Context: an optimization exercise on an open-source flow, tuned for small area and a short achievable clock period. The choices shown serve that exercise and are no tape-out recipe. Function was checked by simulation only, so behaviour that the tests miss may differ from the original. Power is estimated from default activity; no workload was simulated.

==> inputs of v2 <==
// pipeline
module pipeline(
  input  clk, rst_n,
  input  [31:0] IR ,   
  input  [31:0] D_IN,   
  output [31:0] D_OUT,  
  output [10:0] I_ADDR,
  output [10:0] D_ADDR, 
  output reg im_oen,
  output reg dm_oen,
  output reg dm_wen,
  output reg halt
);
Settings: LEC_CHECK=0, CAP_MARGIN=20, CORE_MARGIN=2, CORE_UTILIZATION=42, CTS_CLUSTER_DIAMETER=90, CTS_CLUSTER_SIZE=25, GPL_ROUTABILITY_DRIVEN=1, PLACE_DENSITY=0.52, SETUP_SLACK_MARGIN=5, SLEW_MARGIN=20, SYNTH_HIERARCHICAL=1, SYNTH_MINIMUM_KEEP_SIZE=1; clock period 12.0 ns.
standard.sh (not shown) runs the stock make flow with config.mk's settings and CLKGATE_MAP_FILE= SYNTH_SCRIPT=/design/flow/synth_recipe.tcl, a recipe that flattens the netlist after the stock synthesis.
==> flow/flow/run.sh <==
#!/bin/bash
set -euo pipefail
bash standard.sh \
  SETUP_SLACK_MARGIN=6.6 \
  "BUFFER_PORTS_ARGS=-buffer_cell sky130_fd_sc_hd__buf_4" \
  "CTS_ARGS=-sink_clustering_enable -repair_clock_nets -sink_clustering_size 25 -sink_clustering_max_diameter 90 -dont_use_dummy_load" \
  finish > standard_flow.log 2>&1
==> inputs of v29, as changes to v2 <==
--- a/flow/design.v
+++ b/flow/design.v
@@ -141,13 +141,12 @@
   output [10:0] D_ADDR, 
   output reg im_oen,
   output reg dm_oen,
   output reg dm_wen,
   output reg halt
 );
-  integer k;
   reg  [31:0] PC, PC_1;
   reg  [31:0] ins;                  
   reg         iv;                   
   reg         flush_ID;             
   reg  [31:1] asel, bsel;           
   reg         HA, HB;               
@@ -157,27 +156,16 @@
   reg  [4:0]  EX_DA;
   reg         EX_RW;                
   reg         EX_LD;                
   reg         EX_TAKE;              
   reg         EX_FL;                
   wire [31:0] RES     = EX_LD ? D_IN : EX_R;    
-  reg  [31:0] PC_INC, ia;
-  integer d;
-  always @(*) begin
-    ia = PC;
-    for (d = 1; d < 32; d = d * 2)
-      for (k = 2*d - 1; k < 32; k = k + 2*d)
-        ia[k] = ia[k] & ia[k-d];
-    for (d = 8; d >= 1; d = d / 2)
-      for (k = 3*d - 1; k < 32; k = k + 2*d)
-        ia[k] = ia[k] & ia[k-d];
-    PC_INC = PC ^ {ia[30:0], 1'b1};
-  end
-  wire [31:0] PC_NEXT = EX_TAKE ? EX_T : PC_INC;
+  wire [31:0] PC_NEXT = EX_TAKE ? EX_T : PC + 32'd1;
   reg  [31:0] rf [1:31];
   wire [31:0] rf_nxt [1:31];
+  integer k;
   genvar gi, gb;
   generate
     for (gi = 1; gi < 32; gi = gi + 1) begin : w
       wire we = EX_RW && EX_DA == gi;
       wire l = rst_n & we, h = rst_n & ~we;
       for (gb = 0; gb < 32; gb = gb + 1) begin : b
@@ -196,55 +184,37 @@
                             .BZ(ID_BZ), .BNZ(ID_BNZ), .JMP(ID_JMP),
                             .JMR(ID_JMR));
   wire [4:0] ID_DA = ins[24:20];
   wire       id_v  = iv & ~EX_TAKE;
   wire       rw_next = id_v & ID_RW & (|ID_DA);   
   wire [31:0] RA, RB;
-  wire [31:1] sa = asel;
-  wire [31:1] sb = bsel;
+  wire [31:0] sa = {asel, 1'b0};
+  wire [31:0] sb = {bsel, 1'b0};
   generate
     for (gb = 0; gb < 32; gb = gb + 1) begin : rd
-      wire [31:1] d;
+      wire [31:0] d;
+      assign d[0] = 1'b0;
       for (gi = 1; gi < 32; gi = gi + 1) begin : c
         assign d[gi] = rf[gi][gb];
       end
       wire [7:0] ga, gbb;
       wire [1:0] ha, hb;
-      rd4 RDA0(.s({sa[3:1], sa[1]}), .d({d[3:1], d[1]}), .y(ga[0]));
-      rd4 RDB0(.s({sb[3:1], sb[1]}), .d({d[3:1], d[1]}), .y(gbb[0]));
-      for (gi = 1; gi < 8; gi = gi + 1) begin : g
+      for (gi = 0; gi < 8; gi = gi + 1) begin : g
         rd4 RDA(.s(sa[4*gi+3:4*gi]), .d(d[4*gi+3:4*gi]), .y(ga[gi]));
         rd4 RDB(.s(sb[4*gi+3:4*gi]), .d(d[4*gi+3:4*gi]), .y(gbb[gi]));
       end
       rd_nor4 A0(.a(ga[3:0]), .y(ha[0]));
       rd_nor4 A1(.a(ga[7:4]), .y(ha[1]));
       rd_nor4 B0(.a(gbb[3:0]), .y(hb[0]));
       rd_nor4 B1(.a(gbb[7:4]), .y(hb[1]));
       rd_nand2 AN(.a(ha), .y(RA[gb]));
       rd_nand2 BN(.a(hb), .y(RB[gb]));
     end
   endgenerate
   wire [31:0] IM  = {{17{CS & ins[14]}}, ins[14:0]};
-  reg  [31:0] BRA, bg, bp, BG, BP;
-  always @(*) begin
-    bg = PC_1 & IM;
-    bp = PC_1 ^ IM;
-    BG = bg;
-    BP = bp;
-    for (d = 1; d < 32; d = d * 2)
-      for (k = 2*d - 1; k < 32; k = k + 2*d) begin
-        BG[k] = BG[k] | (BP[k] & BG[k-d]);
-        BP[k] = BP[k] & BP[k-d];
-      end
-    for (d = 8; d >= 1; d = d / 2)
-      for (k = 3*d - 1; k < 32; k = k + 2*d) begin
-        BG[k] = BG[k] | (BP[k] & BG[k-d]);
-        BP[k] = BP[k] & BP[k-d];
-      end
-    BRA = bp ^ {BG[30:0], 1'b0};
-  end
+  wire [31:0] BRA = PC_1 + IM;
   wire aPC = MA,  aR = ~MA & HA & ~EX_LD, aD = ~MA & HA & EX_LD, aF = ~MA & ~HA;
   wire bIM = MB,  bR = ~MB & HB & ~WHB & ~EX_LD, bD = ~MB & HB & ~WHB & EX_LD,
        bF = ~MB & ~HB;
   wire [31:0] BUS_A, BUS_B;
   generate
     for (gb = 0; gb < 32; gb = gb + 1) begin : opm
==> flow/flow/run.sh (replaced) <==
#!/bin/bash
set -euo pipefail
bash standard.sh \
  SETUP_SLACK_MARGIN=6.8 \
  "BUFFER_PORTS_ARGS=-buffer_cell sky130_fd_sc_hd__buf_4" \
  "CTS_ARGS=-sink_clustering_enable -repair_clock_nets -sink_clustering_size 30 -sink_clustering_max_diameter 75 -dont_use_dummy_load" \
  finish > standard_flow.log 2>&1
- CORE_UTILIZATION: 42 -> 35
- CTS_CLUSTER_DIAMETER: 90 -> 75
- CTS_CLUSTER_SIZE: 25 -> 30
- PLACE_DENSITY: 0.52 -> 0.45
==> inputs of v36, as changes to v2 <==
--- a/flow/design.v
+++ b/flow/design.v
@@ -8,14 +8,13 @@
 );
   wire [31:0] bx  = ({32{FS[1]}} & B) | ({32{FS[0]}} & ~B);
   wire        cin = FS[0];
   wire [32:0] sum1 = {A, 1'b1} + {bx, cin};
   wire [31:0] sum = sum1[32:1];
   wire nb1 = ~B[31] ^ ~(|B[30:0]);
-  wire v   = (A[31] == nb1) & (A[31] != sum[31]);
-  wire lt  = sum[31] ^ v;
+  wire eq  = A[31] == nb1;
   reg [3:0] tt;
   always @(*) begin
     case (FS[2:0])
       3'b000:  tt = 4'b1000;  
       3'b001:  tt = 4'b1110;  
       3'b010:  tt = 4'b0110;  
@@ -33,15 +32,16 @@
   integer k;
   always @(*)
     for (k = 0; k < 32; k = k + 1)
       mask[k] = lsl ? (k >= SH) : (k <= 31 - SH);
   wire [31:0] sh = rot & mask;
   wire shift = FS[3] & FS[2] & (FS[1] ^ FS[0]);
-  assign F = SLT      ? {31'b0, lt} :
-             ~FS[3]   ? sum :
-             shift    ? sh  : lu;
+  wire [31:0] f = ~FS[3] ? sum : shift ? sh : lu;
+  wire f0_s1 = SLT ? (eq ? A[31] : 1'b1) : f[0];    
+  wire f0_s0 = SLT ? (eq ? A[31] : 1'b0) : f[0];    
+  assign F = {f[31:1] & {31{~SLT}}, sum[31] ? f0_s1 : f0_s0};
 endmodule
 module instruction_decoder (
   input  [31:0] IR,
   output        RW,     
   output        LD,     
   output        SLT,    
@@ -110,21 +110,27 @@
   input  d,
   input  q,
   output o
 );
   assign o = (l & d) | (h & q);
 endmodule
-module rd4 (
-  input  [3:0] s,
-  input  [3:0] d,
+module rd6 (
+  input  [5:0] s,
+  input  [5:0] d,
   output       y
 );
   assign y = |(s & d);
 endmodule
-module rd_nor4 (
-  input  [3:0] a,
+module rd_and2 (
+  input  [1:0] a,
+  output       y
+);
+  assign y = &a;
+endmodule
+module rd_nor3 (
+  input  [2:0] a,
   output       y
 );
   assign y = ~|a;
 endmodule
 module rd_nand2 (
   input  [1:0] a,
@@ -196,32 +202,30 @@
                             .BZ(ID_BZ), .BNZ(ID_BNZ), .JMP(ID_JMP),
                             .JMR(ID_JMR));
   wire [4:0] ID_DA = ins[24:20];
   wire       id_v  = iv & ~EX_TAKE;
   wire       rw_next = id_v & ID_RW & (|ID_DA);   
   wire [31:0] RA, RB;
-  wire [31:1] sa = asel;
-  wire [31:1] sb = bsel;
   generate
     for (gb = 0; gb < 32; gb = gb + 1) begin : rd
       wire [31:1] d;
       for (gi = 1; gi < 32; gi = gi + 1) begin : c
         assign d[gi] = rf[gi][gb];
       end
-      wire [7:0] ga, gbb;
+      wire [5:0] ga, gbb;
       wire [1:0] ha, hb;
-      rd4 RDA0(.s({sa[3:1], sa[1]}), .d({d[3:1], d[1]}), .y(ga[0]));
-      rd4 RDB0(.s({sb[3:1], sb[1]}), .d({d[3:1], d[1]}), .y(gbb[0]));
-      for (gi = 1; gi < 8; gi = gi + 1) begin : g
-        rd4 RDA(.s(sa[4*gi+3:4*gi]), .d(d[4*gi+3:4*gi]), .y(ga[gi]));
-        rd4 RDB(.s(sb[4*gi+3:4*gi]), .d(d[4*gi+3:4*gi]), .y(gbb[gi]));
+      for (gi = 0; gi < 5; gi = gi + 1) begin : g
+        rd6 RDA(.s(asel[6*gi+6:6*gi+1]), .d(d[6*gi+6:6*gi+1]), .y(ga[gi]));
+        rd6 RDB(.s(bsel[6*gi+6:6*gi+1]), .d(d[6*gi+6:6*gi+1]), .y(gbb[gi]));
       end
-      rd_nor4 A0(.a(ga[3:0]), .y(ha[0]));
-      rd_nor4 A1(.a(ga[7:4]), .y(ha[1]));
-      rd_nor4 B0(.a(gbb[3:0]), .y(hb[0]));
-      rd_nor4 B1(.a(gbb[7:4]), .y(hb[1]));
+      rd_and2 RDA31(.a({asel[31], d[31]}), .y(ga[5]));
+      rd_and2 RDB31(.a({bsel[31], d[31]}), .y(gbb[5]));
+      rd_nor3 A0(.a(ga[2:0]), .y(ha[0]));
+      rd_nor3 A1(.a(ga[5:3]), .y(ha[1]));
+      rd_nor3 B0(.a(gbb[2:0]), .y(hb[0]));
+      rd_nor3 B1(.a(gbb[5:3]), .y(hb[1]));
       rd_nand2 AN(.a(ha), .y(RA[gb]));
       rd_nand2 BN(.a(hb), .y(RB[gb]));
     end
   endgenerate
   wire [31:0] IM  = {{17{CS & ins[14]}}, ins[14:0]};
   reg  [31:0] BRA, bg, bp, BG, BP;
==> flow/flow/run.sh (replaced) <==
#!/bin/bash
set -euo pipefail
bash standard.sh \
  SETUP_SLACK_MARGIN=6.5 \
  "BUFFER_PORTS_ARGS=-buffer_cell sky130_fd_sc_hd__buf_2" \
  "CTS_ARGS=-sink_clustering_enable -repair_clock_nets -sink_clustering_size 25 -sink_clustering_max_diameter 90 -dont_use_dummy_load" \
  finish > standard_flow.log 2>&1
- CAP_MARGIN: 20 -> 10
- CORE_UTILIZATION: 42 -> 48
- PLACE_DENSITY: 0.52 -> 0.6
- SLEW_MARGIN: 20 -> 10
==> qor summary <==
item                                                              v36              v2             v29
Rows                                                              126             135             149
Pre-antenna DRT Iters                                               8              10               6
Proportion of cell area occupied by multi-input gates           51.8%           50.7%           50.4%
Sequential cell fraction of total power                         58.4%           57.3%           49.3%
Fraction of layout cells with a size suffix above 1             11.9%           14.7%           15.5%
Outcome                                                finished clean  finished clean  finished clean
Origin of the worst min-delay path                           EX_T[21]        EX_T[15]        EX_T[17]
Proportion of cell area spent on the clock network              2.33%           2.27%           3.49%
RD Place Congestion                                              1.01           0.991           0.963
Total number of H-tree levels                                       2               2               3
Horizontal extent of the die                                   348 um          374 um          412 um
Pin count of the biggest net entering global routing               60              66              61
Core area                                                118000 sq um    136000 sq um    165000 sq um
Die outline area                                         121000 sq um    140000 sq um    169000 sq um
Iteration-0 DRC count of the detailed router                     9302            9335            8600
Synth Instances                                                  5622            5809            5945
Power of the sequential group                                 4140 uW         4160 uW         4210 uW
Critical Path Sink                                          D_ADDR[7]      D_ADDR[10]       D_ADDR[9]
Multi-input logic area                                    32300 sq um     33500 sq um     34700 sq um

==> port drivers added, routing unchanged <==
The results above use ideal ports. As a check the final layouts listed here were re-extracted and re-timed, cells and wires unchanged. Step 1, drivers: a clkbuf_16 drives clk and a buf_2 each remaining input, both assumed. Step 2, shift: input delay + t, output delay - t, t = (earliest + latest rising clock arrival at the registers) / 2. This alone moves slack from input paths to output paths. a / b / c = ideal / step 1 / step 2; a / b = the first two.
run	t (ns)	setup slack, ns	hold WS [ns]
v2	0.800	6.512 / 6.430 / 6.313	0.370 / 0.370 / 0.370
v29	0.830	6.559 / 6.478 / 6.277	0.431 / 0.431 / 0.431
v36	0.792	6.457 / 6.370 / 6.132	0.395 / 0.395 / 0.395
After both steps setup and hold are still met in every run listed. The setup slack of v36, which loses most, moves by -0.087 ns with the drivers and by -0.325 ns with both steps.
